Source: an optimization exercise on an open RTL-to-GDS flow (aim: small area, a short achievable clock period and few clock cycles). Production flows keep margins and buffers that such runs may drop. Function was not checked in any run shown here: the RTL went through the layout flow alone. In every run shown here, the design's own scripts or RTL, not TritonCTS, make the clock network. The flow treats the clock pin as an ideal source. Dropping or thinning the clock tree relies on that and would not hold on a real chip. Power and IR drop assume default switching activity.

===== config.mk =====
export PLATFORM = sky130hd
export DESIGN_NAME = ELA
export DESIGN_NICKNAME = ELA
export VERILOG_FILES = /design/flow/design.v
export SDC_FILE = /design/flow/constraint.sdc
export NUM_CORES = 8
export LEC_CHECK = 0
export CAP_MARGIN = 20
export CORE_MARGIN = 2
export CORE_UTILIZATION = 40
export SETUP_SLACK_MARGIN = 2.9
export SLEW_MARGIN = 20

===== constraint.sdc =====
create_clock -name core_clock -period 5.0 [get_ports {clk}]
set_input_delay 1.0000 -clock core_clock [delete_from_list [all_inputs] [get_ports {clk}]]
set_output_delay 1.0000 -clock core_clock [all_outputs]
set_load 0.01 [all_outputs]

===== design.v =====
`timescale 1ns/10ps
module ELA(clk, rst, in_data, data_rd, req, wen, addr, data_wr, done);
	input				clk;
	input				rst;
	input		[7:0]	in_data;
	input		[7:0]	data_rd;
	output				req;
	output	reg			wen;
	output	reg	[9:0]	addr;
	output	reg	[7:0]	data_wr;
	output	reg			done;
	reg			nreq;
	assign req = ~nreq;
	reg			s0, s1, s2;
	wire		main = s0 | s1 | s2;
	reg	[4:0]	k;
	reg	[3:0]	j;
	reg	[7:0]	xr, v, yr, p, q;
	reg	[8:0]	dreg, bd;
	reg	[7:0]	sreg, bs;
	wire [7:0] yn = ~yr;
	wire [7:0] sp = xr ^ yr;	 
	wire [7:0] ep = xr ^ yn;	 
	reg [7:0] sg, sq, eg, eq;	 
	integer l, i, t;
	always @(*) begin
		sg = xr & yr;
		sq = sp;
		eg = xr & yn;
		eq = ep;
		for (l = 0; l < 3; l = l + 1)
			for (i = 0; i < 8; i = i + 1)
				if ((i >> l) & 1) begin
					t = ((i >> (l + 1)) << (l + 1)) + (1 << l) - 1;
					sg[i] = sg[i] | (sq[i] & sg[t]);
					sq[i] = sq[i] & sq[t];
					eg[i] = eg[i] | (eq[i] & eg[t]);
					eq[i] = eq[i] & eq[t];
				end
	end
	wire [8:0] sum = {sg[7], sp ^ {sg[6:0], 1'b0}};
	wire [8:0] e = {eg[7], ep ^ {eg[6:0], 1'b0}};
	wire [7:0] m = e[8] ? e[7:0] : ~e[7:0];
	wire [10:0] cmp = {2'b00, dreg[7:0], 1'b1} + {~bd[8], ~bd, dreg[8]};
	wire lt = cmp[10];
	wire [8:0] dm1 = dreg[8] ? {1'b0, dreg[7:0]} : {1'b0, dreg[7:0]} - 9'd1;
	wire edge_col = (k == 5'd1) || (k == 5'd2);
	wire upd = s1 | (lt & ~edge_col & (s2 | s0));
	wire [4:0] k1 = k + 5'd1;
	always @(posedge clk) begin
		dreg <= {e[8], m};
		sreg <= sum[8:1];
		if (upd) begin
			bd <= dm1;
			bs <= sreg;
		end
		if (s0) begin
			xr <= v;
			v <= xr;
		end else if (s1)
			xr <= data_rd;
		if (s0)
			yr <= data_wr;
		else if (s1)
			yr <= q;
		else
			yr <= p;
		if (s1) begin
			p <= yr;
			q <= p;
		end
		data_wr <= s1 ? bs : in_data;
		addr[4:0] <= s1 ? k - 5'd2 : k;
		addr[5] <= s1;
		if (!main)
			addr[9:6] <= 4'd0;
		else if (s2)
			addr[9:6] <= j + 4'd1;
		else if (s1 && k[4:1] == 4'd0)
			addr[9:6] <= j - 4'd1;
		else
			addr[9:6] <= j;
	end
	always @(posedge clk or posedge rst) begin
		if (rst) begin
			s0 <= 1'b0;
			s1 <= 1'b0;
			s2 <= 1'b0;
			k <= 5'd31;
			j <= 4'd0;
			nreq <= 1'b0;
			wen <= 1'b0;
			done <= 1'b0;
		end else if (done) begin
			nreq <= 1'b1;
			wen <= 1'b0;
		end else if (!main) begin
			k <= k1;
			wen <= 1'b1;
			if (wen && k == 5'd31) begin
				s2 <= 1'b1;
				nreq <= 1'b1;
			end
		end else begin
			s0 <= s2;
			s1 <= s0;
			s2 <= s1;
			nreq <= ~s0;
			if (s1) begin
				k <= k1;
				if (k == 5'd31) j <= j + 4'd1;
			end
			if (s2) begin
				wen <= (j != 4'd15);
				if (j == 4'd15 && k == 5'd2) begin
					done <= 1'b1;
					s0 <= 1'b0;
					wen <= 1'b0;
				end
			end else
				wen <= s1;
		end
	end
endmodule

===== flow/run.sh =====
#!/bin/bash
# Own layout flow: the standard ORFS flow (standard.sh), except that
# - the clock tree is built by flow/cts.tcl, a copy of ORFS's cts.tcl whose
#   TritonCTS call is replaced by one level of clock buffers fed by the clock
#   port (manual_clock_tree there);
# - flow/env.sh may set MAKEVARS, extra ORFS variables for the steps after
#   synthesis. Synthesis is the standard one, unchanged.
# Every tool's output goes to a log in this folder.
set -euo pipefail
W=$(pwd)
rm -rf "$W/scripts"
cp -r "$FLOW_HOME/scripts" "$W/scripts"
cp "$W/flow/cts.tcl" "$W/scripts/cts.tcl"
export SCRIPTS_DIR="$W/scripts"
export CLKTREE_NBUF=4
export CLKTREE_BUF=sky130_fd_sc_hd__clkbuf_16
MAKEVARS=()
if [ -f "$W/flow/env.sh" ]; then source "$W/flow/env.sh"; fi
bash standard.sh synth > "$W/flow_synth.log" 2>&1
for step in floorplan place cts finish; do
  bash standard.sh "${MAKEVARS[@]}" $step > "$W/flow_$step.log" 2>&1
done
test -s "$W/out/final.def"

===== flow/cts.tcl =====
utl::set_metrics_stage "cts__{}"
source $::env(SCRIPTS_DIR)/load.tcl
source $::env(SCRIPTS_DIR)/lec_check.tcl
erase_non_stage_variables cts
load_design 3_place.odb 3_place.sdc
source_step_tcl PRE CTS

# Clone clock tree inverters next to register loads
# so cts does not try to buffer the inverted clocks.
repair_clock_inverters

proc save_progress { stage } {
  puts "Run 'make gui_$stage.odb' to load progress snapshot"
  orfs_write_db $::env(RESULTS_DIR)/$stage.odb
  orfs_write_sdc $::env(RESULTS_DIR)/$stage.sdc
}

# Run CTS
set cts_args [list \
  -sink_clustering_enable \
  -repair_clock_nets]

append_env_var cts_args CTS_BUF_DISTANCE -distance_between_buffers 1
append_env_var cts_args CTS_CLUSTER_SIZE -sink_clustering_size 1
append_env_var cts_args CTS_CLUSTER_DIAMETER -sink_clustering_max_diameter 1
append_env_var cts_args CTS_BUF_LIST -buf_list 1
append_env_var cts_args CTS_LIB_NAME -library 1


if { [env_var_exists_and_non_empty CTS_ARGS] } {
  set cts_args $::env(CTS_ARGS)
}

set_dont_use $::env(DONT_USE_CELLS)

proc kmeans_groups { pts nb } {
  set xs [lsort -real [lmap p $pts {lindex $p 0}]]
  set ys [lsort -real [lmap p $pts {lindex $p 1}]]
  set x0 [lindex $xs 0]; set x1 [lindex $xs end]
  set y0 [lindex $ys 0]; set y1 [lindex $ys end]
  set cent {}
  set side [expr {int(ceil(sqrt($nb)))}]
  set rows [expr {int(ceil(double($nb) / $side))}]
  for {set i 0} {$i < $nb} {incr i} {
    set cx [expr {$i % $side}]; set cy [expr {$i / $side}]
    lappend cent [list [expr {$x0 + ($cx + 0.5) / $side * ($x1 - $x0)}] [expr {$y0 + ($cy + 0.5) / $rows * ($y1 - $y0)}]]
  }
  # balanced k-means: no group takes more than its share of the points
  set cap [expr {int(ceil(double([llength $pts]) / $nb))}]
  for {set iter 0} {$iter < 40} {incr iter} {
    set pairs {}
    set n 0
    foreach p $pts {
      for {set i 0} {$i < $nb} {incr i} {
        set c [lindex $cent $i]
        lappend pairs [list [expr {abs([lindex $p 0] - [lindex $c 0]) + abs([lindex $p 1] - [lindex $c 1])}] $n $i]
      }
      incr n
    }
    set grp [lrepeat $nb {}]
    set cnt [lrepeat $nb 0]
    set done [lrepeat [llength $pts] 0]
    foreach pr [lsort -real -index 0 $pairs] {
      lassign $pr d n i
      if {[lindex $done $n] || [lindex $cnt $i] >= $cap} { continue }
      lset done $n 1
      lset cnt $i [expr {[lindex $cnt $i] + 1}]
      lset grp $i [concat [lindex $grp $i] [list [lindex $pts $n]]]
    }
    set newc {}
    for {set i 0} {$i < $nb} {incr i} {
      set g [lindex $grp $i]
      if {[llength $g] == 0} { lappend newc [lindex $cent $i]; continue }
      set sx 0; set sy 0
      foreach p $g { set sx [expr {$sx + [lindex $p 0]}]; set sy [expr {$sy + [lindex $p 1]}] }
      lappend newc [list [expr {double($sx) / [llength $g]}] [expr {double($sy) / [llength $g]}]]
    }
    set cent $newc
  }
  return [list $grp $cent]
}

# Drive each group of iterms (points {x y iterm}) from a new buffer of
# master bufname placed at the group's centre, fed by net src; returns the
# buffers' input points.
proc buffer_groups { grp cent bufname src prefix } {
  set block [ord::get_db_block]
  set master [[ord::get_db] findMaster $bufname]
  set ins {}
  for {set i 0} {$i < [llength $grp]} {incr i} {
    set g [lindex $grp $i]
    if {[llength $g] == 0} { continue }
    set inst [odb::dbInst_create $block $master ${prefix}$i]
    set net [odb::dbNet_create $block clknet_${prefix}$i]
    $net setSigType CLOCK
    foreach p $g { set it [lindex $p 2]; $it disconnect; $it connect $net }
    set c [lindex $cent $i]
    set x [expr {int([lindex $c 0]) - [$master getWidth] / 2}]
    set y [expr {int([lindex $c 1]) - [$master getHeight] / 2}]
    $inst setLocation $x $y
    $inst setPlacementStatus PLACED
    [$inst findITerm A] connect $src
    [$inst findITerm X] connect $net
    lappend ins [list [lindex $c 0] [lindex $c 1] [$inst findITerm A]]
    puts "clock buffer ${prefix}$i ($bufname) drives [llength $g] pins"
  }
  return $ins
}

proc manual_clock_tree { } {
  set block [ord::get_db_block]
  set clknet [[$block findBTerm clk] getNet]
  set pts {}
  foreach it [$clknet getITerms] {
    set b [[$it getInst] getBBox]
    lappend pts [list [expr {([$b xMin] + [$b xMax]) / 2.0}] [expr {([$b yMin] + [$b yMax]) / 2.0}] $it]
  }
  if {[info exists ::env(CLKTREE_LEAF)] && $::env(CLKTREE_LEAF) ne ""} {
    lassign [kmeans_groups $pts $::env(CLKTREE_NLEAF)] grp cent
    set pts [buffer_groups $grp $cent $::env(CLKTREE_LEAF) $clknet clkleaf_]
  }
  lassign [kmeans_groups $pts $::env(CLKTREE_NBUF)] grp cent
  buffer_groups $grp $cent $::env(CLKTREE_BUF) $clknet clkroot_
  set_propagated_clock [all_clocks]
}
manual_clock_tree

utl::push_metrics_stage "cts__{}__pre_repair_timing"
log_cmd estimate_parasitics -placement
if { $::env(DETAILED_METRICS) } {
  report_metrics 4 "cts pre-repair-timing"
}
utl::pop_metrics_stage

set_placement_padding -global \
  -left $::env(CELL_PAD_IN_SITES_DETAIL_PLACEMENT) \
  -right $::env(CELL_PAD_IN_SITES_DETAIL_PLACEMENT)

set result [catch { detailed_placement } msg]
if { $result != 0 } {
  save_progress 4_1_error
  error "Detailed placement failed in CTS: $msg"
}

log_cmd estimate_parasitics -placement

if { $::env(CTS_SNAPSHOTS) } {
  save_progress 4_1_pre_repair_hold_setup
}

if { !$::env(SKIP_CTS_REPAIR_TIMING) } {
  if { $::env(EQUIVALENCE_CHECK) } {
    write_eqy_verilog 4_before_rsz.v
  }
  if { $::env(LEC_CHECK) } {
    write_lec_verilog 4_before_rsz_lec.v
  }

  repair_timing_helper

  if { $::env(EQUIVALENCE_CHECK) } {
    run_equivalence_test
  }
  if { $::env(LEC_CHECK) } {
    write_lec_verilog 4_after_rsz_lec.v
    run_lec_test 4_rsz 4_before_rsz_lec.v 4_after_rsz_lec.v
  }

  set result [catch { detailed_placement } msg]
  if { $result != 0 } {
    save_progress 4_1_error
    error "Detailed placement failed in CTS: $msg"
  }

  check_placement -verbose
}

report_metrics 4 "cts final"

source_step_tcl POST CTS

orfs_write_db $::env(RESULTS_DIR)/4_1_cts.odb
orfs_write_sdc $::env(RESULTS_DIR)/4_cts.sdc

===== flow/env.sh =====
export BUFFER_PORTS_ARGS="-buffer_cell sky130_fd_sc_hd__buf_2"

===== standard.sh =====
#!/bin/bash
# synth_recipe.tcl (not shown) runs the flow's synth.tcl, then flattens the netlist and writes it again
# the make line also repeats each setting of config.mk as NAME=value (left out here)
make -C /OpenROAD-flow-scripts/flow DESIGN_CONFIG=/design/flow/config.mk WORK_HOME=/design/flow/orfs CLKGATE_MAP_FILE= SYNTH_SCRIPT=/design/flow/synth_recipe.tcl "${@:-finish}"

==> results.cfg, run 1 <==
[run_status]
status = no timing/DRC/antenna violations

[sta]
hold_viol_final = 0
tns_ps = 0
rsz0062_at_grt = true
setup_viol = 0
worst_pin_slew_ps = 657
finClkSkew_ps = 12.8
slew-limit-headroom_pct = 56.2
max_clock_freq_mhz = 449
hold_ws_ps = 412
fin_crit_sh_pct = 44.5
fin_crit_ps = 2230
drv_slew = 0

[global_routing]
grt_pass1_vias = 2768
overflow = 0
antenna_found_initial = 0
grt_use_total_pct = 12.8
grt_first_pass_wirelength_mm = 13.7
grt_max_degree = 50

[power_and_ir_drop]
p_total_mw = 1.60
p_int_mw = 1.25
seqPwrFrac_pct = 64.4
powerDensity_nw_per_um2 = 303
p_leak_nw = 2.26
combPwrFrac_pct = 12.9
ir_drop_mv = 0.171
netSwitchingFraction_pct = 21.8
clkPwrFrac_pct = 22.7
p_sw_mw = 0.349

[die]
initial_core_util_pct = 40.9
die_h_microns = 112
die_x_microns = 112
io-pin-count = 39
core_area_sq_um = 11400
row_count = 39
die-area_sq_um = 12500

[critical_path]
crit_fanout = 4
worst_r2r_path_depth = 7
worstReg2RegEnd = bd[5]$_DFFE_PP_
crit_path_end = bd[5]$_DFFE_PP_
critPathLaunchType = register
rrSetupSlack_ps = 2770
critical_path_class = reg -> reg
worstPathArrival_ps = 2110
timing.rr.start = k[0]$_DFFE_PP1P_
worst_setup_path_end_kind = register
cp_data_required_time_ps = 4880
cp-startpoint = k[0]$_DFFE_PP1P_

[synth]
synth_top_area_share_pct = 31.5
syn_area_sq_um = 4670
syn_area_per_cell_sq_um = 12.9
synthMostInstantiatedCell = edfxtp_1
synthDistinctLibCells = 52
ys.flop_type = edfxtp_1
synthTopCellsByCount = 49 x edfxtp_1, 43 x dfxtp_1, 32 x ha_1, 32 x inv_1, 22 x xnor2_1
synth-seq-area-share_pct = 58.2
netlist_top_cells_area = edfxtp_1 32%, dfxtp_1 18%, ha_1 8.6%
synth_top_area_cell = edfxtp_1
yosysWarnings = 1
synthesis.instances = 362
synth_edf_count = 49
synthArstFlopShare_pct = 14.0
synth-seq-cells = 107
synth_nets = 418

[placed_design]
dp_cells = 533
place_congestion = 0.728
numPortBuffers = 38
dpl.hpwl_mm = 5.16

[cells_and_area]
final_util_pct = 46.2
drive_gt1_share_pct = 25.1
nets = 464
fillCellCount = 1070
area_delta_synth_final_pct = 13.1
diodes = 0
layout.cells.non_filler = 549

[min_path]
hold_path.class = reg -> reg

[cts]
ctsHoldBuffers = 0
clk_pin_slew_ps = 110
clock_latency_ps = 170

[route]
vias = 2649
firstDrtPassIters = 6
drt_iter0_drc = 125
drcViolationCount = 0
ant_nets = 0
wl_per_cell_microns = 14.1
viasPerCell = 4.83
routed_wl_mm = 7.72

[job]
cap_violations = 0
[worst max-delay path, stage by stage (launching register included)]
cell      delay (ps)
dfstp_2          550
inv_2             50
ha_4             150
or2_4            230
a2111o_1         420
a211oi_4         220
buf_4            160
a211o_4          150
[metal layers]
| metal | GRT usage [%] | up-vias | wire length, microns |
|---|---|---|---|
| met5 | 0 | - | 0 |
| met4 | 1.06 | 0 | 83 |
| met3 | 0.918 | 5 | 162 |
| met2 | 22.5 | 15 | 3670 |
| met1 | 18.2 | 1276 | 3800 |
| li1 | - | 1353 | - |
[worst min path at each step]
stage	startpoint	endpoint	slack (ps)	cells after the start
after floorplan	sreg[0]$_DFF_P_	bs[0]$_DFFE_PP_	390	0
after global placement	sreg[6]$_DFF_P_	bs[6]$_DFFE_PP_	390	0
after detailed placement	sreg[0]$_DFF_P_	bs[0]$_DFFE_PP_	390	0
after CTS	sreg[0]$_DFF_P_	bs[0]$_DFFE_PP_	410	0
after global routing	sreg[6]$_DFF_P_	bs[6]$_DFFE_PP_	430	0
final	sreg[7]$_DFF_P_	bs[7]$_DFFE_PP_	410	0
[logic make-up (layout without fill, tap and decap cells)]
logic type / after synthesis / after routing / share of synthesized area [%]
DFF: 107 / 107 / 58.2
and+or+nand+nor: 57 / 57 / 6.51
AOI/OAI and AO/OA: 55 / 57 / 7.83
buffers and inverters: 44 / 86 / 3.59
adders and majority gates: 38 / 38 / 11.2
xor gates and xnor gates: 31 / 31 / 5.82
muxes: 30 / 30 / 6.94
[registers in the layout, summed over array words and instances (netlist names)]
register and flops:
addr 10, bd 9, bs 8, data_wr 8, done 1, dreg 9
j 4, k 5, nreq 1, p 8, q 8, s0 1
s1 1, s2 1, sreg 8, v 8, wen 1, xr 8
yr 8
[cell usage in the layout, fill, tap and decap left out, types with 3 or more instances in the layout]
cell type  instances
a21oi_1            9
dfrtp_1            9
xnor2_1           22
edfxtp_1          49
inv_1             30
a211oi_1           3
nor2b_1            3
dfxtp_1           42
mux2_2            19
clkbuf_16          4
nand3_1            4
fa_1               4
nand2b_1           4
ha_1              29
mux2i_1           11
xor2_1             9
nor3_1             4
nor2_1             9
nand2_1           17
dfstp_2            5
buf_4             12
o21bai_1           4
buf_2             38
o21ai_0           16
[power groups by stage]
| stage | clock, mW | combinational, mW | sequential, mW |
|---|---|---|---|
| after detailed placement | 0 | 0.172 | 1.05 |
| after global placement | 0 | 0.165 | 1.05 |
| after global routing | 0.405 | 0.241 | 1.04 |
| after floorplan | 0 | 0.135 | 1.04 |
| after CTS | 0.373 | 0.212 | 1.03 |
| final | 0.362 | 0.206 | 1.03 |
[per-stage QoR]
stage | worst slack [ps] | cell area (sq um)
finish | 2770 | 5280
global route | 2680 | 5280
detailed placement | 2690 | 5040
floorplan | 2870 | 4700
CTS | 2740 | 5260
global placement | 2760 | 5040
[timing repair]
action                     CTS  global route
cloned                       2             0
hold endpoints to repair     0             0
buffers inserted             9             1
resized for setup            8             2
pin swaps                    6             4
setup endpoints to repair   23            26
[final cells by class]
class / count / area, sq um / share of cell area [%]
Multi-Input combinational cell: 213 / 1880 / 35.6
Sequential cell: 107 / 2720 / 51.5
Buffer: 4 / 100 / 1.90
Tap cell: 143 / 179 / 3.39
Inverter: 32 / 120 / 2.28
Timing Repair Buffer: 50 / 280 / 5.31
==> run 2, diff against run 1 <==
--- a/config.mk
+++ b/config.mk
@@ -8,5 +8,5 @@
 export CAP_MARGIN = 20
 export CORE_MARGIN = 2
 export CORE_UTILIZATION = 40
-export SETUP_SLACK_MARGIN = 2.9
+export SETUP_SLACK_MARGIN = 3.1
 export SLEW_MARGIN = 20
==> results.cfg, run 2 <==
[run_status]
status = no timing/DRC/antenna violations

[critical_path]
max_stage_delay_ps = 550
crit_chain = inv_2 -> ha_4 -> or2_4 -> a2111o_1 -> a211oi_4 -> a211o_4
worstPathArrival_ps = 2130
critical_path_class = reg -> reg
worst_r2r_path_depth = 6
timing.rr.start = k[0]$_DFFE_PP1P_
worstReg2RegEnd = bs[6]$_DFFE_PP_
worst_setup_path_end_kind = register
crit_fanout = 8
crit_family = compound AO/OA/AOI/OAI gates
cp_data_required_time_ps = 4880
worst-path-buf-inv = 1
critPathLaunchType = register
rrSetupSlack_ps = 2750
slowest_stage = dfstp_2

[synth]
synthMostInstantiatedCell = edfxtp_1
syn_area_per_cell_sq_um = 12.9
synth_nets = 418
synth-seq-area-share_pct = 58.2
synth_top_area_cell = edfxtp_1
synth-compound-area-share_pct = 7.83
synth_adder_area_share_pct = 11.2
synth_mux_area_share_pct = 6.94
synth_edf_count = 49
netlist_top_cells_area = edfxtp_1 32%, dfxtp_1 18%, ha_1 8.6%
synthDistinctLibCells = 52
synth_top_family_by_area = adder cells
synth-seq-cells = 107
synthArstFlopShare_pct = 14.0
ys.flop_type = edfxtp_1
yosysWarnings = 1
syn_area_sq_um = 4670
synthTopCellsByCount = 49 x edfxtp_1, 43 x dfxtp_1, 32 x ha_1, 32 x inv_1, 22 x xnor2_1
synth_xor_area_share_pct = 5.82
synthesis.instances = 362
synth-simple-area-share_pct = 6.51
synth_top_area_share_pct = 31.5

[route]
wl_met1_mm = 3.91
ant_nets = 0
wl_met2_mm = 3.77
viasPerCell = 4.92
vias = 2728
routed_wl_mm = 8.00
wl_per_cell_microns = 14.4
route.top_layer_used = met4
met3_length_microns = 202
firstDrtPassIters = 4
drcViolationCount = 0
drt_iter0_drc = 103

[global_routing]
grt_use_total_pct = 11.8
grt_max_degree = 50
antenna_found_initial = 0
overflow = 0
grt_pass1_vias = 2586
grt_first_pass_wirelength_mm = 12.6

[placed_design]
postPlaceCellArea_sq_um = 5050
dpl.hpwl_mm = 5.20
place_congestion = 0.725
numPortBuffers = 38

[sta]
drv_slew = 0
fin_crit_ps = 2250
rsz0062_at_grt = true
fin_crit_sh_pct = 44.9
tns_ps = 0
hold_viol_final = 0
setup_viol = 0
finClkSkew_ps = 16.9
slew-limit-headroom_pct = 59.3
worst_pin_slew_ps = 609
max_clock_freq_mhz = 445

[die]
initial_core_util_pct = 40.9
die-area_sq_um = 12500
row_count = 39
core_area_sq_um = 11400
io-pin-count = 39
die_h_microns = 112
die_x_microns = 112

[min_path]
hold_path_startpoint = sreg[1]$_DFF_P_
whs_path_depth = 0
min_to = bs[1]$_DFFE_PP_
hold_path.class = reg -> reg

[cells_and_area]
reg.largest.list = addr x10, bd x9, dreg x9
diodes = 0
final_cell_area_sq_um = 5460
final_cell_mix = 49 x edfxtp_1, 42 x dfxtp_1, 38 x buf_2
fillCellCount = 1021
largest_reg_flops = 10
largest-register = addr
area_delta_synth_final_pct = 17.0
nets = 470
final_common_cell = edfxtp_1
drive_gt1_share_pct = 30.3

[cts]
clock_latency_ps = 170
ctsHoldBuffers = 0
clk_pin_slew_ps = 100

[job]
cap_violations = 0

[power_and_ir_drop]
p_leak_nw = 2.31
powerDensity_nw_per_um2 = 292
ir_drop_mv = 0.233
==> run 2: changes by cell type in the layout (fill, tap and decap cells not counted), moves of 2 or more <==
cell,before,now
xnor2_1,22,19
ha_4,1,3
buf_6,0,5
xnor2_2,0,3
nor2_1,9,7
fa_2,2,5
ha_1,29,26
fa_1,4,1
==> run 2: per-layer routing <==
| layer | vias to the layer above | global-route usage [%] |
|---|---|---|
| met5 | - | 0 |
| met4 | 0 | 1.54 |
| met3 | 8 | 0.918 |
| met2 | 31 | 20.1 |
| met1 | 1327 | 17.2 |
| li1 | 1362 | - |
==> run 2: layout make-up <==
| cell class | count | area, sq um | share of cell area, % |
|---|---|---|---|
| tap | 143 | 179 | 3.28 |
| inverter | 32 | 120 | 2.20 |
| sequential | 107 | 2720 | 49.8 |
| timing repair buffer | 56 | 344 | 6.30 |
| buffer | 4 | 100 | 1.83 |
| multi-input combinational | 213 | 2000 | 36.6 |
==> run 2: kinds of logic after synthesis <==
family	after synthesis
AO/OA/AOI/OAI	55
XOR/XNOR	31
adder cells (fa/ha/maj)	38
buffers and inverters	44
flip-flops	107
multiplexers	30
AND/OR/NAND/NOR	57
==> run 2: worst max path at each step <==
stage,start,end,slack (ps),cells past startpoint
after global routing,k[0]$_DFFE_PP1P_,bs[5]$_DFFE_PP_,2700,6
after detailed placement,k[1]$_DFFE_PP1P_,bs[4]$_DFFE_PP_,2730,6
after CTS,k[0]$_DFFE_PP1P_,bd[0]$_DFFE_PP_,2760,6
after floorplan,k[1]$_DFFE_PP1P_,bd[0]$_DFFE_PP_,2870,6
final,k[0]$_DFFE_PP1P_,bs[6]$_DFFE_PP_,2750,6
after global placement,k[1]$_DFFE_PP1P_,bs[3]$_DFFE_PP_,2760,6
==> run 2: timing repair <==
item / 4_1_cts / 5_1_grt
gates resized for setup: 7 / 27
endpoints found under the hold margin: 0 / 0
cloned: 2 / 0
setup buffers: 7 / 9
setup endpoints to repair: 28 / 44
pin swaps: 6 / 9
==> run 2: metrics by stage <==
step / hold slack (ps) / utilization [%] / cells / worst slack [ps] / power (mW)
2_1_floorplan: 386 / - / 362 / 2870 / 1.17
3_3_place_gp: 388 / 44.2 / 533 / 2760 / 1.22
3_5_place_dp: 391 / 44.2 / 533 / 2730 / 1.22
4_1_cts: 412 / 46.0 / 546 / 2760 / 1.60
5_1_grt: 422 / 47.8 / 555 / 2700 / 1.67
6_report: 407 / 47.8 / 555 / 2750 / 1.59
==> run 2: power by group <==
part | internal [mW] | switching (mW) | leakage [nW]
sequential | 0.995 | 0.0392 | 1.06
clock | 0.148 | 0.208 | 0.0493
combinational | 0.103 | 0.102 | 1.21
total | 1.25 | 0.349 | 2.31
==> run 3, diff against run 2 <==
--- a/config.mk
+++ b/config.mk
@@ -8,5 +8,5 @@
 export CAP_MARGIN = 20
 export CORE_MARGIN = 2
 export CORE_UTILIZATION = 40
-export SETUP_SLACK_MARGIN = 3.1
+export SETUP_SLACK_MARGIN = 3.2
 export SLEW_MARGIN = 20
==> results.cfg, run 3 <==
[route]
drcViolationCount = 0
drt_iter0_drc = 143
routed_wl_mm = 7.88
ant_nets = 0
viasPerCell = 4.86
firstDrtPassIters = 4
wl_per_cell_microns = 14.2
vias = 2685

[synth]
synth_edf_count = 49
synth-seq-area-share_pct = 58.2
netlist_top_cells_area = edfxtp_1 32%, dfxtp_1 18%, ha_1 8.6%
synth_top_area_share_pct = 31.5
synthArstFlopShare_pct = 14.0
synthMostInstantiatedCell = edfxtp_1
synth_nets = 418
synthesis.instances = 362
yosysWarnings = 1
syn_area_sq_um = 4670
synth_top_area_cell = edfxtp_1
synth-seq-cells = 107
ys.flop_type = edfxtp_1
synthDistinctLibCells = 52
syn_area_per_cell_sq_um = 12.9
synthTopCellsByCount = 49 x edfxtp_1, 43 x dfxtp_1, 32 x ha_1, 32 x inv_1, 22 x xnor2_1

[sta]
worst_pin_slew_ps = 622
tns_ps = 0
fin_crit_sh_pct = 44.2
hold_viol_final = 0
slew-limit-headroom_pct = 58.5
setup_ws_ps = 2790
setup_viol = 0
max_clock_freq_mhz = 452
finClkSkew_ps = 13.3
rsz0062_at_grt = true
fin_crit_ps = 2210
drv_slew = 0

[cells_and_area]
final_cell_area_sq_um = 5410
diodes = 0
nets = 468
final_common_cell = edfxtp_1
reg.largest.list = addr x10, bd x9, dreg x9
drive_gt1_share_pct = 29.8
largest-register = addr
final_cell_mix = 49 x edfxtp_1, 41 x dfxtp_1, 38 x buf_2
fillCellCount = 1055
area_delta_synth_final_pct = 15.8
final_util_pct = 47.3
largest_reg_flops = 10

[critical_path]
worst_setup_path_end_kind = register
critical_path_class = reg -> reg
critPathLaunchType = register
worstReg2RegEnd = bs[6]$_DFFE_PP_
crit_fanout = 9
timing.rr.start = k[0]$_DFFE_PP1P_
cp-startpoint = k[0]$_DFFE_PP1P_
worst_r2r_path_depth = 6
crit_path_end = bs[6]$_DFFE_PP_
worstPathArrival_ps = 2080
rrSetupSlack_ps = 2790
cp_data_required_time_ps = 4870

[global_routing]
grt_pass1_vias = 2594
grt_max_degree = 49
grt_use_total_pct = 12.3
overflow = 0
antenna_found_initial = 0
grt_first_pass_wirelength_mm = 12.9

[cts]
clock_latency_ps = 170
ctsHoldBuffers = 0
clk_pin_slew_ps = 100

[run_status]
status = no timing/DRC/antenna violations

[die]
initial_core_util_pct = 40.9
die_x_microns = 112
die-area_sq_um = 12500
core_area_sq_um = 11400
io-pin-count = 39
row_count = 39
die_h_microns = 112

[power_and_ir_drop]
p_leak_nw = 2.29
p_total_mw = 1.58
ir_drop_mv = 0.214
powerDensity_nw_per_um2 = 293

[min_path]
hold_path_startpoint = sreg[7]$_DFF_P_
hold_path.class = reg -> reg

[placed_design]
dpl.hpwl_mm = 5.26
numPortBuffers = 38
postPlaceCellArea_sq_um = 5050
place_congestion = 0.706
pre_cts_ws_ps = 2710

[job]
cap_violations = 0
==> run 3: routing by layer <==
layer	track usage (%)	vias up	share of wire, %
met5	0	-	0
met4	1.30	0	1.3
met3	0.918	9	2.5
met2	20.6	30	47
met1	18.2	1288	49
li1	-	1358	-
==> run 3: final cells by class <==
| cell class | count | area, sq um | share of cell area (%) |
|---|---|---|---|
| plain buffers | 4 | 100 | 1.85 |
| well taps | 143 | 179 | 3.31 |
| repair buffers | 55 | 333 | 6.16 |
| multi-input cells | 212 | 1950 | 36.2 |
| flip-flops and latches | 107 | 2720 | 50.3 |
| inverters | 32 | 120 | 2.22 |
==> run 3: stage by stage <==
stage,instances,hold WS [ps]
floorplan,362,386
global placement,533,387
detailed placement,533,389
CTS,550,413
global route,553,419
finish,553,412
==> run 3: what timing repair did <==
item,4_1_cts,5_1_grt
setup endpoints to repair,44,42
setup buffers,12,3
resized for setup,17,15
pin swaps,4,1
gates cloned,1,0
==> run 3: logic make-up after synthesis <==
group	synth area share, %
simple gates	6.51
buf+inv	3.59
fa+ha+maj	11.2
xor+xnor	5.82
flops	58.2
compound gates	7.83
mux	6.94
==> run 3: worst max-delay path, stage by stage (launching register included) <==
cell and delay [ps]:
dfstp_2 550, inv_2 50, ha_4 150, or2_4 240, a2111o_1 410, a211oi_4 250
a211o_4 260
==> run 3: report_power, final <==
| part | internal (mW) | leakage (nW) | switching (mW) |
|---|---|---|---|
| logic | 0.102 | 1.19 | 0.0952 |
| registers | 0.994 | 1.06 | 0.0368 |
| clock network | 0.148 | 0.0493 | 0.208 |
| total | 1.24 | 2.29 | 0.340 |
==> run 3: worst min-delay path by stage <==
stage                     cells after the start              end  slack, ps
after global routing                          0  bs[1]$_DFFE_PP_        420
after detailed placement                      0  bs[1]$_DFFE_PP_        390
after CTS                                     0  bs[7]$_DFFE_PP_        410
after global placement                        0  bs[2]$_DFFE_PP_        390
after floorplan                               0  bs[0]$_DFFE_PP_        390
final                                         0  bs[7]$_DFFE_PP_        410
==> run 4, diff against run 3 <==
--- a/design.v
+++ b/design.v
@@ -9,12 +9,14 @@
 	output	reg	[9:0]	addr;
 	output	reg	[7:0]	data_wr;
 	output	reg			done;
-	reg			nreq;
+	reg			main, vld, nreq;
 	assign req = ~nreq;
 	reg			s0, s1, s2;
-	wire		main = s0 | s1 | s2;
-	reg	[4:0]	k;
-	reg	[3:0]	j;
+	wire [4:0] col = addr[4:0];
+	wire [4:0] row = addr[9:5];
+	wire [5:0] colp = {1'b0, col} + (s1 ? 6'd30 : s2 ? 6'd3 : main ? 6'd0 : {5'd0, wen});
+	wire cy = colp[5];
+	wire [4:0] rowp = row + (s0 ? 5'h1e : s1 ? (cy ? 5'd1 : 5'h1f) : s2 ? (cy ? 5'd3 : 5'd1) : (cy ? 5'd2 : 5'd0));
 	reg	[7:0]	xr, v, yr, p, q;
 	reg	[8:0]	dreg, bd;
 	reg	[7:0]	sreg, bs;
@@ -44,9 +46,8 @@
 	wire [10:0] cmp = {2'b00, dreg[7:0], 1'b1} + {~bd[8], ~bd, dreg[8]};
 	wire lt = cmp[10];
 	wire [8:0] dm1 = dreg[8] ? {1'b0, dreg[7:0]} : {1'b0, dreg[7:0]} - 9'd1;
-	wire edge_col = (k == 5'd1) || (k == 5'd2);
+	wire edge_col = s2 ? (col[4:1] == 4'hf) : (col == 5'd1 || col == 5'd2);
 	wire upd = s1 | (lt & ~edge_col & (s2 | s0));
-	wire [4:0] k1 = k + 5'd1;
 	always @(posedge clk) begin
 		dreg <= {e[8], m};
 		sreg <= sum[8:1];
@@ -70,55 +71,47 @@
 			q <= p;
 		end
 		data_wr <= s1 ? bs : in_data;
-		addr[4:0] <= s1 ? k - 5'd2 : k;
-		addr[5] <= s1;
-		if (!main)
-			addr[9:6] <= 4'd0;
-		else if (s2)
-			addr[9:6] <= j + 4'd1;
-		else if (s1 && k[4:1] == 4'd0)
-			addr[9:6] <= j - 4'd1;
-		else
-			addr[9:6] <= j;
 	end
 	always @(posedge clk or posedge rst) begin
 		if (rst) begin
+			main <= 1'b0;
+			vld <= 1'b0;
 			s0 <= 1'b0;
 			s1 <= 1'b0;
 			s2 <= 1'b0;
-			k <= 5'd31;
-			j <= 4'd0;
+			addr <= 10'd0;
 			nreq <= 1'b0;
 			wen <= 1'b0;
 			done <= 1'b0;
 		end else if (done) begin
 			nreq <= 1'b1;
 			wen <= 1'b0;
-		end else if (!main) begin
-			k <= k1;
-			wen <= 1'b1;
-			if (wen && k == 5'd31) begin
-				s2 <= 1'b1;
-				nreq <= 1'b1;
+		end else begin
+			addr <= {rowp, colp[4:0]};
+			if (!main) begin
+				vld <= ~nreq;
+				wen <= vld;
+				if (wen && col == 5'd30)
+					nreq <= 1'b1;
+				if (wen && col == 5'd31) begin
+					main <= 1'b1;
+					s0 <= 1'b1;
+				end
+			end else begin
+				s0 <= s2;
+				s1 <= s0;
+				s2 <= s1;
+				nreq <= ~s0;
+				if (s2) begin
+					wen <= (rowp != 5'd0);
+					if (addr == 10'd959) begin
+						done <= 1'b1;
+						main <= 1'b0;
+						wen <= 1'b0;
+					end
+				end else
+					wen <= s1;
 			end
-		end else begin
-			s0 <= s2;
-			s1 <= s0;
-			s2 <= s1;
-			nreq <= ~s0;
-			if (s1) begin
-				k <= k1;
-				if (k == 5'd31) j <= j + 4'd1;
-			end
-			if (s2) begin
-				wen <= (j != 4'd15);
-				if (j == 4'd15 && k == 5'd2) begin
-					done <= 1'b1;
-					s0 <= 1'b0;
-					wen <= 1'b0;
-				end
-			end else
-				wen <= s1;
 		end
 	end
 endmodule
==> results.cfg, run 4 <==
[run_status]
status = no timing/DRC/antenna violations

[cells_and_area]
final_cell_mix = 49 x edfxtp_1, 37 x buf_2, 31 x inv_1
area_delta_synth_final_pct = 21.5
largest_reg_flops = 10
regArea_sq_um = 2610
nets = 491
reg.largest.list = addr x10, bd x9, dreg x9
largest-register = addr
multi_input_area_sq_um = 2140
drive_gt1_share_pct = 39.1
final_common_cell = edfxtp_1
fillCellCount = 1016
diodes = 0

[placed_design]
place_congestion = 0.816
pre_cts_ws_ps = 1600
numPortBuffers = 38
dpl.hpwl_mm = 5.79

[route]
wl_per_cell_microns = 15.9
vias = 2837
drcViolationCount = 0
firstDrtPassIters = 4
routed_wl_mm = 9.14
drt_iter0_drc = 110
ant_nets = 0
viasPerCell = 4.95

[synth]
synth_top_area_cell = edfxtp_1
synth_edf_count = 49
synthArstFlopShare_pct = 18.0
synthDistinctLibCells = 51
yosysWarnings = 1
synthMostInstantiatedCell = edfxtp_1
syn_area_sq_um = 4670
synthTopCellsByCount = 49 x edfxtp_1, 35 x inv_1, 33 x dfxtp_1, 33 x ha_1
synth_nets = 427
synthesis.instances = 368
netlist_top_cells_area = edfxtp_1 31%, dfxtp_1 14%, dfrtp_1 9.6%
synth_top_area_share_pct = 31.5
synth-seq-cells = 100
ys.flop_type = edfxtp_1
syn_area_per_cell_sq_um = 12.7
synth-seq-area-share_pct = 55.3

[sta]
slew-limit-headroom_pct = 50.6
max_clock_freq_mhz = 337
fin_crit_sh_pct = 59.4
setup_viol = 0
fin_crit_ps = 2970
drv_slew = 0
finClkSkew_ps = 8.27
setup_ws_ps = 2030
rsz0062_at_grt = true
hold_viol_final = 0
worst_pin_slew_ps = 730
tns_ps = 0

[power_and_ir_drop]
p_int_mw = 1.19
combPwrFrac_pct = 14.6
seqPwrFrac_pct = 62.5
p_sw_mw = 0.348
ir_drop_mv = 0.201
powerDensity_nw_per_um2 = 271
p_leak_nw = 2.38
netSwitchingFraction_pct = 22.6
clkPwrFrac_pct = 22.9

[die]
die_h_microns = 112
die_x_microns = 112
row_count = 39
initial_core_util_pct = 40.9
die-area_sq_um = 12600
io-pin-count = 39
core_area_sq_um = 11400

[global_routing]
overflow = 0
antenna_found_initial = 0
grt_max_degree = 26
grt_use_total_pct = 14.1
grt_pass1_vias = 2827
grt_first_pass_wirelength_mm = 14.6

[critical_path]
critPathLaunchType = register
worstReg2RegEnd = wen$_DFF_PP0_
worstPathArrival_ps = 3010
cp_data_required_time_ps = 5040
crit_fanout = 2
timing.rr.start = s1$_DFFE_PP0P_
critical_path_class = reg -> reg
rrSetupSlack_ps = 2030
worst_setup_path_end_kind = register
worst_r2r_path_depth = 15

[min_path]
hold_path.class = reg -> reg
whs_path_depth = 0
hold_path_startpoint = sreg[3]$_DFF_P_
min_to = bs[3]$_DFFE_PP_

[cts]
clock_latency_ps = 160
ctsHoldBuffers = 0
clk_pin_slew_ps = 100

[job]
cap_violations = 0
[run 4: worst max-delay path by stage]
| stage | from | to | cells after the start |
|---|---|---|---|
| 6_report | s1$_DFFE_PP0P_ | wen$_DFF_PP0_ | 15 |
| 5_1_grt | s1$_DFFE_PP0P_ | wen$_DFF_PP0_ | 15 |
| 4_1_cts | s1$_DFFE_PP0P_ | wen$_DFF_PP0_ | 15 |
| 3_5_place_dp | s1$_DFFE_PP0P_ | wen$_DFF_PP0_ | 15 |
| 3_3_place_gp | s1$_DFFE_PP0P_ | addr[9]$_DFFE_PP0N_ | 15 |
| 2_1_floorplan | s1$_DFFE_PP0P_ | wen$_DFF_PP0_ | 16 |
[run 4: power by group through the flow]
stage          logic (mW)  registers (mW)  clock network, mW
4_1_cts             0.196           0.960              0.367
5_1_grt             0.253           0.967              0.389
3_3_place_gp        0.159           0.979                  0
6_report            0.224           0.960              0.352
2_1_floorplan       0.121           0.971                  0
3_5_place_dp        0.162           0.979                  0
[run 4: layout make-up]
class / instances / area share [%]
Tap cell: 143 / 3.15
Inverter: 36 / 2.42
Sequential cell: 100 / 46.0
Buffer: 4 / 1.76
Timing Repair Buffer: 72 / 8.92
Multi-Input combinational cell: 218 / 37.7
[run 4: worst max-delay path, cell delays in order, from the launching register on]
cell and delay (ps):
dfrtp_4 520, nor2_4 110, inv_2 50, ha_4 250, a21o_1 120, a21oi_2 60, o21bai_1 170, a21oi_2 80
ha_1 280, nand2b_1 80, fa_2 350, a21o_1 190, a21oi_2 120, xor2_1 210, xor2_1 160, a31oi_1 90
[run 4: what timing repair did]
item,CTS,global route
endpoints found under the setup margin,57,55
buffers inserted,24,9
pin swaps,26,16
resized for setup,43,27
hold endpoints to repair,0,0
[run 4: routing by layer]
layer	share of wire, %	vias up	wire, microns	GRT usage [%]
li1	-	1404	-	-
met1	48	1392	4360	20.6
met2	49	33	4450	23.9
met3	2.3	8	213	0.972
met4	1.2	0	112	1.95
met5	0	-	0	0
[run 4: kinds of logic after synthesis]
group	share of synthesized area [%]
DFF	55.3
AOI/OAI and AO/OA	8.89
and+or+nand+nor	5.27
buffers and inverters	4.39
adders and majority gates	12.3
muxes	7.66
xor gates and xnor gates	6.27
[run 4: per-stage QoR]
step	hold slack [ps]	utilization (%)	total power, mW	instances	cell area [sq um]
6_report	411	49.7	1.54	573	5680
5_1_grt	423	49.7	1.61	573	5680
4_1_cts	414	48.0	1.52	564	5490
3_5_place_dp	390	44.1	1.14	536	5040
3_3_place_gp	386	44.1	1.14	536	5040
2_1_floorplan	386	-	1.09	368	4740
==> run 5, diff against run 4 <==
--- a/config.mk
+++ b/config.mk
@@ -8,5 +8,5 @@
 export CAP_MARGIN = 20
 export CORE_MARGIN = 2
 export CORE_UTILIZATION = 40
-export SETUP_SLACK_MARGIN = 3.2
+export SETUP_SLACK_MARGIN = 3.0
 export SLEW_MARGIN = 20
==> results.cfg, run 5 <==
[run_status]
status = no timing/DRC/antenna violations

[cells_and_area]
final_util_pct = 48.2
reg.largest.list = addr x10, bd x9, dreg x9
largest-register = addr
diodes = 0
largest_reg_flops = 10
drive_gt1_share_pct = 32.6
area_delta_synth_final_pct = 17.9
fillCellCount = 1069
final_common_cell = edfxtp_1
nets = 478
final_cell_mix = 49 x edfxtp_1, 38 x buf_2, 32 x inv_1

[route]
drcViolationCount = 0
routed_wl_mm = 8.86
drt_iter0_drc = 102
ant_nets = 0
vias = 2774
viasPerCell = 4.95
wl_per_cell_microns = 15.8
firstDrtPassIters = 4

[power_and_ir_drop]
ir_drop_mv = 0.211
p_int_mw = 1.17
p_sw_mw = 0.332
p_leak_nw = 2.31
seqPwrFrac_pct = 63.9
powerDensity_nw_per_um2 = 273
clkPwrFrac_pct = 23.4
combPwrFrac_pct = 12.7
netSwitchingFraction_pct = 22.1

[min_path]
hold_path_startpoint = sreg[0]$_DFF_P_
whs_path_depth = 0
hold_path.class = reg -> reg

[die]
die-area_sq_um = 12600
die_x_microns = 112
row_count = 39
io-pin-count = 39
die_h_microns = 112
initial_core_util_pct = 40.9
core_area_sq_um = 11400

[placed_design]
numPortBuffers = 38
dpl.hpwl_mm = 5.77
place_congestion = 0.827

[synth]
synth_top_area_cell = edfxtp_1
syn_area_per_cell_sq_um = 12.7
synthDistinctLibCells = 51
synth_top_area_share_pct = 31.5
ys.flop_type = edfxtp_1
synthMostInstantiatedCell = edfxtp_1
synth-seq-cells = 100
syn_area_sq_um = 4670
synth_edf_count = 49
yosysWarnings = 1
synth-seq-area-share_pct = 55.3
synthesis.instances = 368
synthArstFlopShare_pct = 18.0
synth_nets = 427
netlist_top_cells_area = edfxtp_1 31%, dfxtp_1 14%, dfrtp_1 9.6%
synthTopCellsByCount = 49 x edfxtp_1, 35 x inv_1, 33 x dfxtp_1, 33 x ha_1

[critical_path]
cpMostUsedCell = a21oi_2
cp_data_required_time_ps = 5040
critPathLaunchType = register
rrSetupSlack_ps = 1870
max_stage_delay_ps = 520
worst_setup_path_end_kind = register
crit_chain = nor2_4 -> inv_2 -> ha_4 -> a21o_1 -> a21oi_2 -> o21bai_1 -> a21oi_2 -> ha_1 -> nand2b_1 -> fa_2 -> a21o_1 -> a21oi_2 -> xor2_1 -> xor2_1 -> a31oi_1
worstPathArrival_ps = 3170
worst_r2r_path_depth = 15
slowest_stage = dfrtp_4
crit_fanout = 2
timing.rr.start = s1$_DFFE_PP0P_
critical_path_class = reg -> reg
cp-startpoint = s1$_DFFE_PP0P_

[sta]
fin_crit_ps = 3130
hold_ws_ps = 416
worst_pin_slew_ps = 705
setup_viol = 0
max_clock_freq_mhz = 320
tns_ps = 0
rsz0062_at_grt = true
hold_viol_final = 0
fin_crit_sh_pct = 62.5
finClkSkew_ps = 8.67
slew-limit-headroom_pct = 52.9
drv_slew = 0

[global_routing]
grt_first_pass_wirelength_mm = 14.1
use_met1_pct = 19.7
grt_use_total_pct = 13.6
antenna_found_initial = 0
grtUsageMet3_pct = 0.702
grtUsageMet2_pct = 23.3
grt_max_degree = 26
overflow = 0
grt_pass1_vias = 2797
busiest_layer = met2

[job]
cap_violations = 0

[cts]
clock_latency_ps = 160
ctsHoldBuffers = 0
clk_pin_slew_ps = 100
run 5: cell counts after synthesis:
No cell type changed its count.
run 5: cell type report:
class                           count  area (sq um)  share of cell area (%)
Buffer                              4           100                    1.82
Inverter                           36           135                    2.45
Multi-Input combinational cell    218          2100                    38.1
Sequential cell                   100          2600                    47.2
Tap cell                          143           179                    3.25
Timing Repair Buffer               59           395                    7.18
run 5: cell families (layout without fill, tap and decap cells):
kind of cell	Yosys count	count (layout)	synth area share, %
adders and majority gates	41	41	12.3
and+or+nand+nor	53	53	5.27
AOI/OAI and AO/OA	61	61	8.89
muxes	33	33	7.66
DFF	100	100	55.3
xor gates and xnor gates	30	30	6.27
buffers and inverters	50	99	4.39
run 5: critical path: cells and delay by family (launching register included):
kind / cells / cell delay (ps)
adders and majority gates: 3 / 880
AOI/OAI and AO/OA: 7 / 870
DFF: 1 / 520
xor gates and xnor gates: 2 / 460
and+or+nand+nor: 2 / 220
buffers and inverters: 1 / 50
run 5: repair_timing:
item,in CTS,in global routing
setup endpoints to repair,33,34
setup buffers,12,8
pin swaps,18,23
resized for setup,16,30
run 5: power by group through the flow:
| stage | Sequential, mW | Clock, mW | Combinational (mW) |
|---|---|---|---|
| 6_report | 0.960 | 0.351 | 0.191 |
| 4_1_cts | 0.960 | 0.365 | 0.186 |
| 3_5_place_dp | 0.980 | 0 | 0.160 |
| 5_1_grt | 0.968 | 0.395 | 0.217 |
| 3_3_place_gp | 0.978 | 0 | 0.158 |
| 2_1_floorplan | 0.971 | 0 | 0.121 |
run 5: routing by layer:
metal	share of wire (%)	vias up
met1	47	1349
met3	3.0	10
met2	48	44
li1	-	1371
met4	2.3	0
met5	0	-
run 5: final timing paths:
path | endpoint
worst max register to register | wen$_DFF_PP0_
max in group asynchronous | done$_DFF_PP0_
worst min-delay path | bs[0]$_DFFE_PP_
worst max-delay path | wen$_DFF_PP0_
worst min register to register | bs[0]$_DFFE_PP_
min in group asynchronous | addr[0]$_DFFE_PP0N_
run 5: per-stage QoR:
stage / instance area (sq um) / cells / total power, mW / worst slack (ps)
6_report: 5510 / 560 / 1.50 / 1870
3_3_place_gp: 5030 / 536 / 1.14 / 1700
3_5_place_dp: 5030 / 536 / 1.14 / 1590
4_1_cts: 5330 / 552 / 1.51 / 1930
2_1_floorplan: 4730 / 368 / 1.09 / 1890
5_1_grt: 5510 / 560 / 1.58 / 1790
==> run 6, diff against run 5 <==
--- a/design.v
+++ b/design.v
@@ -9,14 +9,17 @@
 	output	reg	[9:0]	addr;
 	output	reg	[7:0]	data_wr;
 	output	reg			done;
-	reg			main, vld, nreq;
+	reg			nreq;
 	assign req = ~nreq;
 	reg			s0, s1, s2;
+	wire		main = s0 | s1 | s2;
 	wire [4:0] col = addr[4:0];
 	wire [4:0] row = addr[9:5];
-	wire [5:0] colp = {1'b0, col} + (s1 ? 6'd30 : s2 ? 6'd3 : main ? 6'd0 : {5'd0, wen});
-	wire cy = colp[5];
-	wire [4:0] rowp = row + (s0 ? 5'h1e : s1 ? (cy ? 5'd1 : 5'h1f) : s2 ? (cy ? 5'd3 : 5'd1) : (cy ? 5'd2 : 5'd0));
+	wire c_ge2 = |col[4:1];
+	wire c_ge29 = (col[4:2] == 3'b111) & (col[1] | col[0]);
+	wire [4:0] colp = col + (s1 ? 5'd30 : s2 ? 5'd3 : s0 ? 5'd0 : 5'd1);
+	wire [4:0] rowp = row + (s0 ? 5'd30 : s1 ? (c_ge2 ? 5'd1 : 5'd31) :
+				s2 ? (c_ge29 ? 5'd3 : 5'd1) : (col == 5'd31 ? 5'd2 : 5'd0));
 	reg	[7:0]	xr, v, yr, p, q;
 	reg	[8:0]	dreg, bd;
 	reg	[7:0]	sreg, bs;
@@ -74,12 +77,10 @@
 	end
 	always @(posedge clk or posedge rst) begin
 		if (rst) begin
-			main <= 1'b0;
-			vld <= 1'b0;
 			s0 <= 1'b0;
 			s1 <= 1'b0;
 			s2 <= 1'b0;
-			addr <= 10'd0;
+			addr <= 10'd990;
 			nreq <= 1'b0;
 			wen <= 1'b0;
 			done <= 1'b0;
@@ -87,26 +88,23 @@
 			nreq <= 1'b1;
 			wen <= 1'b0;
 		end else begin
-			addr <= {rowp, colp[4:0]};
+			addr <= {rowp, colp};
 			if (!main) begin
-				vld <= ~nreq;
-				wen <= vld;
-				if (wen && col == 5'd30)
+				wen <= 1'b1;
+				if (addr == 10'd30)
 					nreq <= 1'b1;
-				if (wen && col == 5'd31) begin
-					main <= 1'b1;
+				if (addr == 10'd31)
 					s0 <= 1'b1;
-				end
 			end else begin
 				s0 <= s2;
 				s1 <= s0;
 				s2 <= s1;
 				nreq <= ~s0;
 				if (s2) begin
-					wen <= (rowp != 5'd0);
+					wen <= ~((row == 5'd29) & c_ge29);
 					if (addr == 10'd959) begin
 						done <= 1'b1;
-						main <= 1'b0;
+						s0 <= 1'b0;
 						wen <= 1'b0;
 					end
 				end else
==> results.cfg, run 6 <==
[run_status]
status = no timing/DRC/antenna violations

[job]
cap_violations = 0

[synth]
synth_top_family_by_area = adder cells
synthesis.instances = 354
synthTopCellsByCount = 49 x edfxtp_1, 39 x inv_1, 33 x dfxtp_1
syn_area_sq_um = 4490
synth_adder_area_share_pct = 12.2
synth_nets = 411
netlist_top_cells_area = edfxtp_1 33%, dfxtp_1 15%, ha_1 8.6%
synthArstFlopShare_pct = 16.3
synth_mux_area_share_pct = 7.44
yosysWarnings = 1
synth_xor_area_share_pct = 5.46
synth-simple-area-share_pct = 5.91
synth-compound-area-share_pct = 8.28
synth_top_area_share_pct = 32.8
synth_edf_count = 49
synth_top_area_cell = edfxtp_1
synth-seq-cells = 98
synth-seq-area-share_pct = 56.6
synthDistinctLibCells = 42
synthMostInstantiatedCell = edfxtp_1
ys.flop_type = edfxtp_1
syn_area_per_cell_sq_um = 12.7

[critical_path]
crit_family = compound AO/OA/AOI/OAI gates
worst-path-buf-inv = 1
critPathLaunchType = register
slowest_stage = edfxtp_1
crit_fanout = 7
worstPathArrival_ps = 2270
critical_path_class = reg -> reg
cp_data_required_time_ps = 5090
worst_setup_path_end_kind = register
crit_chain = ha_2 -> fa_2 -> a21o_1 -> a41oi_2 -> o21ai_4 -> o31ai_4 -> buf_12 -> xor2_1
max_stage_delay_ps = 450

[sta]
drv_slew = 0
fin_crit_sh_pct = 43.7
setup_ws_ps = 2820
tns_ps = 0
finClkSkew_ps = 12.3
rsz0062_at_grt = true
hold_ws_ps = 409
slew-limit-headroom_pct = 58.5
setup_viol = 0
max_clock_freq_mhz = 458
fin_crit_ps = 2180
hold_viol_final = 0
worst_pin_slew_ps = 621

[route]
drt_iter0_drc = 112
firstDrtPassIters = 4
routed_wl_mm = 8.39
vias = 2704
viasPerCell = 4.93
wl_per_cell_microns = 15.3
ant_nets = 0
drcViolationCount = 0

[die]
row_count = 38
die_x_microns = 110
die-area_sq_um = 12100
core_area_sq_um = 10900
io-pin-count = 39
die_h_microns = 110
initial_core_util_pct = 41.2

[power_and_ir_drop]
p_leak_nw = 2.23
ir_drop_mv = 0.190
powerDensity_nw_per_um2 = 280

[global_routing]
antenna_found_initial = 0
grt_use_total_pct = 14.2
grt_max_degree = 27
overflow = 0
grt_pass1_vias = 2816
grt_first_pass_wirelength_mm = 13.6

[placed_design]
dp_cells = 524
place_congestion = 0.808
pre_cts_ws_ps = 2290
numPortBuffers = 38
dpl.hpwl_mm = 5.42
postPlaceCellArea_sq_um = 4880

[cts]
clk_pin_slew_ps = 90
ctsHoldBuffers = 0
clock_latency_ps = 160

[cells_and_area]
area_delta_synth_final_pct = 18.8
final_common_cell = edfxtp_1
final_cell_mix = 49 x edfxtp_1, 38 x buf_2, 35 x inv_1
reg.largest.list = addr x10, bd x9, dreg x9
layout.cells.non_filler = 548
drive_gt1_share_pct = 32.6
largest-register = addr
nets = 467
largest_reg_flops = 10
regArea_sq_um = 2550
multi_input_area_sq_um = 1930
final_cell_area_sq_um = 5330
diodes = 0
fillCellCount = 969

[min_path]
hold_path.class = reg -> reg
[run 6: changes by cell type after synthesis, moves of 3 or more]
| cell | previous run | this run |
|---|---|---|
| o21ai_0 | 16 | 19 |
| mux2_2 | 22 | 19 |
| a21oi_1 | 12 | 15 |
| inv_1 | 35 | 39 |
| nor2_1 | 12 | 9 |
| dfrtp_1 | 18 | 8 |
| nand2_1 | 22 | 16 |
| dfstp_2 | 0 | 8 |
| xnor2_1 | 12 | 16 |
| xnor2_2 | 4 | 0 |
| o21bai_1 | 7 | 4 |
| nand3_1 | 1 | 4 |
[run 6: final cells by class]
cell class | instances | area share, %
Multi-Input combinational cell | 208 | 36.1
Tap cell | 140 | 3.28
Timing Repair Buffer | 59 | 8.12
Inverter | 39 | 2.74
Buffer | 4 | 1.88
Sequential cell | 98 | 47.9
[run 6: routing by layer]
layer / track usage (%) / vias to the layer above / routed length, microns
met2: 24.9 / 36 / 4000
met3: 1.24 / 10 / 254
met1: 19.6 / 1327 / 4030
met5: 0 / - / 0
li1: - / 1331 / -
met4: 1.72 / 0 / 111
[run 6: logic make-up (layout without fill, tap and decap cells)]
logic type,after synthesis,in the layout
AO/OA/AOI/OAI,58,58
XOR/XNOR,28,28
adder cells (fa/ha/maj),39,39
buffers and inverters,48,102
flip-flops,98,98
multiplexers,31,31
AND/OR/NAND/NOR,52,52
[run 6: where the power goes]
group,switching [mW],leakage (nW),internal (mW)
clock,0.197,0.0493,0.147
sequential,0.0329,0.905,0.916
combinational,0.0976,1.28,0.103
[run 6: timing repair]
action / CTS / global route
resized for setup: 12 / 22
gates cloned: 0 / 1
setup buffers: 17 / 2
pin swaps: 9 / 10
endpoints found under the setup margin: 37 / 38
[run 6: path summary, 6_finish.rpt]
| kind | from | endpoint | slack [ps] | cells past startpoint |
|---|---|---|---|---|
| min | sreg[4]$_DFF_P_ | bs[4]$_DFFE_PP_ | 410 | 0 |
| max reg2reg | xr[0]$_DFFE_PN_ | dreg[0]$_DFF_P_ | 2820 | 8 |
| max in group asynchronous | rst | s1$_DFFE_PP0P_ | 3650 | 2 |
| min reg2reg | sreg[4]$_DFF_P_ | bs[4]$_DFFE_PP_ | 410 | 0 |
| max | xr[0]$_DFFE_PN_ | dreg[0]$_DFF_P_ | 2820 | 8 |
| min in group asynchronous | rst | addr[0]$_DFFE_PP0N_ | 890 | 2 |
[run 6: worst reg2reg max path, cell delays in order, from the launching register on]
cell and delay [ps]:
edfxtp_1 450, ha_2 220, fa_2 390, a21o_1 200, a41oi_2 180, o21ai_4 120, o31ai_4 230, buf_12 180
xor2_1 150
[run 6: through the flow]
| step | utilization, % | total power [mW] |
|---|---|---|
| floorplan | - | 1.07 |
| global placement | 44.8 | 1.12 |
| detailed placement | 44.8 | 1.13 |
| CTS | 47.8 | 1.49 |
| global route | 49.0 | 1.57 |
| finish | 49.0 | 1.49 |
==> run 7, diff against run 6 <==
--- a/config.mk
+++ b/config.mk
@@ -8,5 +8,5 @@
 export CAP_MARGIN = 20
 export CORE_MARGIN = 2
 export CORE_UTILIZATION = 40
-export SETUP_SLACK_MARGIN = 3.0
+export SETUP_SLACK_MARGIN = 3.2
 export SLEW_MARGIN = 20
==> results.cfg, run 7 <==
[critical_path]
crit_fanout = 7
slowest_stage = edfxtp_1
worstPathArrival_ps = 2260
crit_chain = ha_2 -> fa_2 -> a21o_1 -> a41oi_2 -> o21ai_4 -> o31ai_4 -> buf_12 -> xor2_1
cp-startpoint = xr[0]$_DFFE_PN_
crit_family = compound AO/OA/AOI/OAI gates
critical_path_class = reg -> reg
worstReg2RegEnd = dreg[0]$_DFF_P_
cp_data_required_time_ps = 5090
rrSetupSlack_ps = 2830
worst_setup_path_end_kind = register
timing.rr.start = xr[0]$_DFFE_PN_
worst-path-buf-inv = 1
crit_path_end = dreg[0]$_DFF_P_
worstSetupPathDepth = 8
max_stage_delay_ps = 460
worst_r2r_path_depth = 8
critPathLaunchType = register

[route]
wl_per_cell_microns = 15.1
ant_nets = 0
vias = 2825
routed_wl_mm = 8.62
viasPerCell = 4.95
firstDrtPassIters = 4
drt_iter0_drc = 87
drcViolationCount = 0

[cells_and_area]
multi_input_area_sq_um = 1970
final_cell_mix = 49 x edfxtp_1, 36 x inv_1, 31 x dfxtp_1
final_util_pct = 51.8
fillCellCount = 925
largest-register = addr
area_delta_synth_final_pct = 25.7
drive_gt1_share_pct = 38.1
final_cell_area_sq_um = 5640
nets = 490
reg.largest.list = addr x10, bd x9, dreg x9
largest_reg_flops = 10
final_common_cell = edfxtp_1
regArea_sq_um = 2560
diodes = 0

[die]
initial_core_util_pct = 41.2
row_count = 38
die-area_sq_um = 12100
die_h_microns = 110
die_x_microns = 110
core_area_sq_um = 10900
io-pin-count = 39

[synth]
synthDistinctLibCells = 42
netlist_top_cells_area = edfxtp_1 33%, dfxtp_1 15%, ha_1 8.6%
ys.flop_type = edfxtp_1
synth_edf_count = 49
syn_area_per_cell_sq_um = 12.7
synth-seq-area-share_pct = 56.6
synthesis.instances = 354
synth_top_area_share_pct = 32.8
synthMostInstantiatedCell = edfxtp_1
synthTopCellsByCount = 49 x edfxtp_1, 39 x inv_1, 33 x dfxtp_1
yosysWarnings = 1
synth_top_area_cell = edfxtp_1
syn_area_sq_um = 4490
synthArstFlopShare_pct = 16.3
synth-seq-cells = 98
synth_nets = 411

[global_routing]
grt_first_pass_wirelength_mm = 13.8
overflow = 0
grt_max_degree = 27
grt_pass1_vias = 2819
antenna_found_initial = 0
grt_use_total_pct = 14.4

[sta]
finClkSkew_ps = 12.7
fin_crit_sh_pct = 43.3
rsz0062_at_grt = true
drv_slew = 0
tns_ps = 0
max_clock_freq_mhz = 462
hold_viol_final = 0
worst_pin_slew_ps = 629
fin_crit_ps = 2170
setup_viol = 0
slew-limit-headroom_pct = 58.0

[power_and_ir_drop]
powerDensity_nw_per_um2 = 269
p_leak_nw = 2.36
ir_drop_mv = 0.187

[run_status]
status = no timing/DRC/antenna violations

[job]
cap_violations = 0

[cts]
clk_pin_slew_ps = 100
ctsHoldBuffers = 0
clock_latency_ps = 160

[placed_design]
postPlaceCellArea_sq_um = 4880
place_congestion = 0.828
dpl.hpwl_mm = 5.47
numPortBuffers = 38

[min_path]
hold_path.class = reg -> reg
## run 7: cell counts after synthesis
Identical to the previous run, type by type.
## run 7: final cells by class
cell class	instances	share of cell area, %
tap	140	3.10
sequential	98	45.3
inverter	39	2.59
buffer	4	1.77
multi-input combinational	208	35.0
timing repair buffer	82	12.2
## run 7: metal layers
metal	GRT usage [%]	share of wire, %
met1	20.0	47
met3	0.771	3.4
met4	2.98	2.4
met5	0	0
met2	24.8	47
## run 7: through the flow
step / setup WS [ps] / power, mW / instances / hold WS [ps]
floorplan: 2650 / 1.07 / 354 / 386
global placement: 2300 / 1.12 / 524 / 387
detailed placement: 2230 / 1.13 / 524 / 389
CTS: 2840 / 1.52 / 558 / 411
global route: 2720 / 1.59 / 571 / 422
finish: 2830 / 1.52 / 571 / 411
## run 7: kinds of logic after synthesis
group	synth area share (%)
mux	7.44
simple gates	5.91
fa+ha+maj	12.2
buf+inv	4.04
flops	56.6
compound gates	8.28
xor+xnor	5.46
## run 7: timing repair
item	CTS	global route
cloned	1	0
buffers inserted	29	13
setup endpoints to repair	59	55
pin swaps	15	17
resized for setup	40	22
## run 7: worst min path at each step
| stage | slack [ps] | cells after the start | startpoint | to |
|---|---|---|---|---|
| after floorplan | 390 | 0 | sreg[0]$_DFF_P_ | bs[0]$_DFFE_PP_ |
| after global placement | 390 | 0 | sreg[6]$_DFF_P_ | bs[6]$_DFFE_PP_ |
| after detailed placement | 390 | 0 | sreg[6]$_DFF_P_ | bs[6]$_DFFE_PP_ |
| after CTS | 410 | 0 | sreg[6]$_DFF_P_ | bs[6]$_DFFE_PP_ |
| after global routing | 420 | 0 | sreg[6]$_DFF_P_ | bs[6]$_DFFE_PP_ |
| final | 410 | 0 | sreg[6]$_DFF_P_ | bs[6]$_DFFE_PP_ |
## run 7: power breakdown
part           switching (mW)  internal (mW)  leakage [nW]  total (mW)
combinational          0.0995          0.117          1.41       0.216
sequential             0.0340          0.916         0.905       0.950
clock                   0.202          0.147        0.0493       0.349
total                   0.335           1.18          2.36        1.52

[re-timing with driven ports]
How much do the figures lean on ideal ports? The routed layouts below were timed once more, with nothing changed but the port constraints. Step 1 (the two cells are an assumption about what drives the block):
set clk [get_ports {clk}]
set_driving_cell -lib_cell sky130_fd_sc_hd__clkbuf_16 $clk
set_driving_cell -lib_cell sky130_fd_sc_hd__buf_2 [delete_from_list [all_inputs] $clk]
Step 2, shift: input delay + t, output delay - t, t = (earliest + latest rising clock arrival at the registers) / 2. This alone moves slack from input paths to output paths. Slacks: no drivers / after step 1 / after step 2; pairs: no drivers / after step 1.
run | t (ns) | setup WS [ns] | worst setup path at the end | worst register clock-pin slew, ns | pins driven straight from the clock port
run 1 | 0.243 | 2.775 / 2.775 / 2.775 | register to register | 0.11 / 0.11 | 4
run 2 | 0.237 | 2.754 / 2.754 / 2.754 | register to register | 0.10 / 0.10 | 4
run 3 | 0.238 | 2.788 / 2.788 / 2.788 | register to register | 0.11 / 0.11 | 4
run 4 | 0.239 | 2.031 / 2.031 / 2.031 | register to register | 0.10 / 0.10 | 4
run 5 | 0.239 | 1.874 / 1.874 / 1.874 | register to register | 0.10 / 0.10 | 4
run 6 | 0.237 | 2.817 / 2.817 / 2.817 | register to register | 0.10 / 0.10 | 4
run 7 | 0.235 | 2.834 / 2.834 / 2.834 | register to register | 0.10 / 0.10 | 4
After both steps every run listed still meets setup and hold.
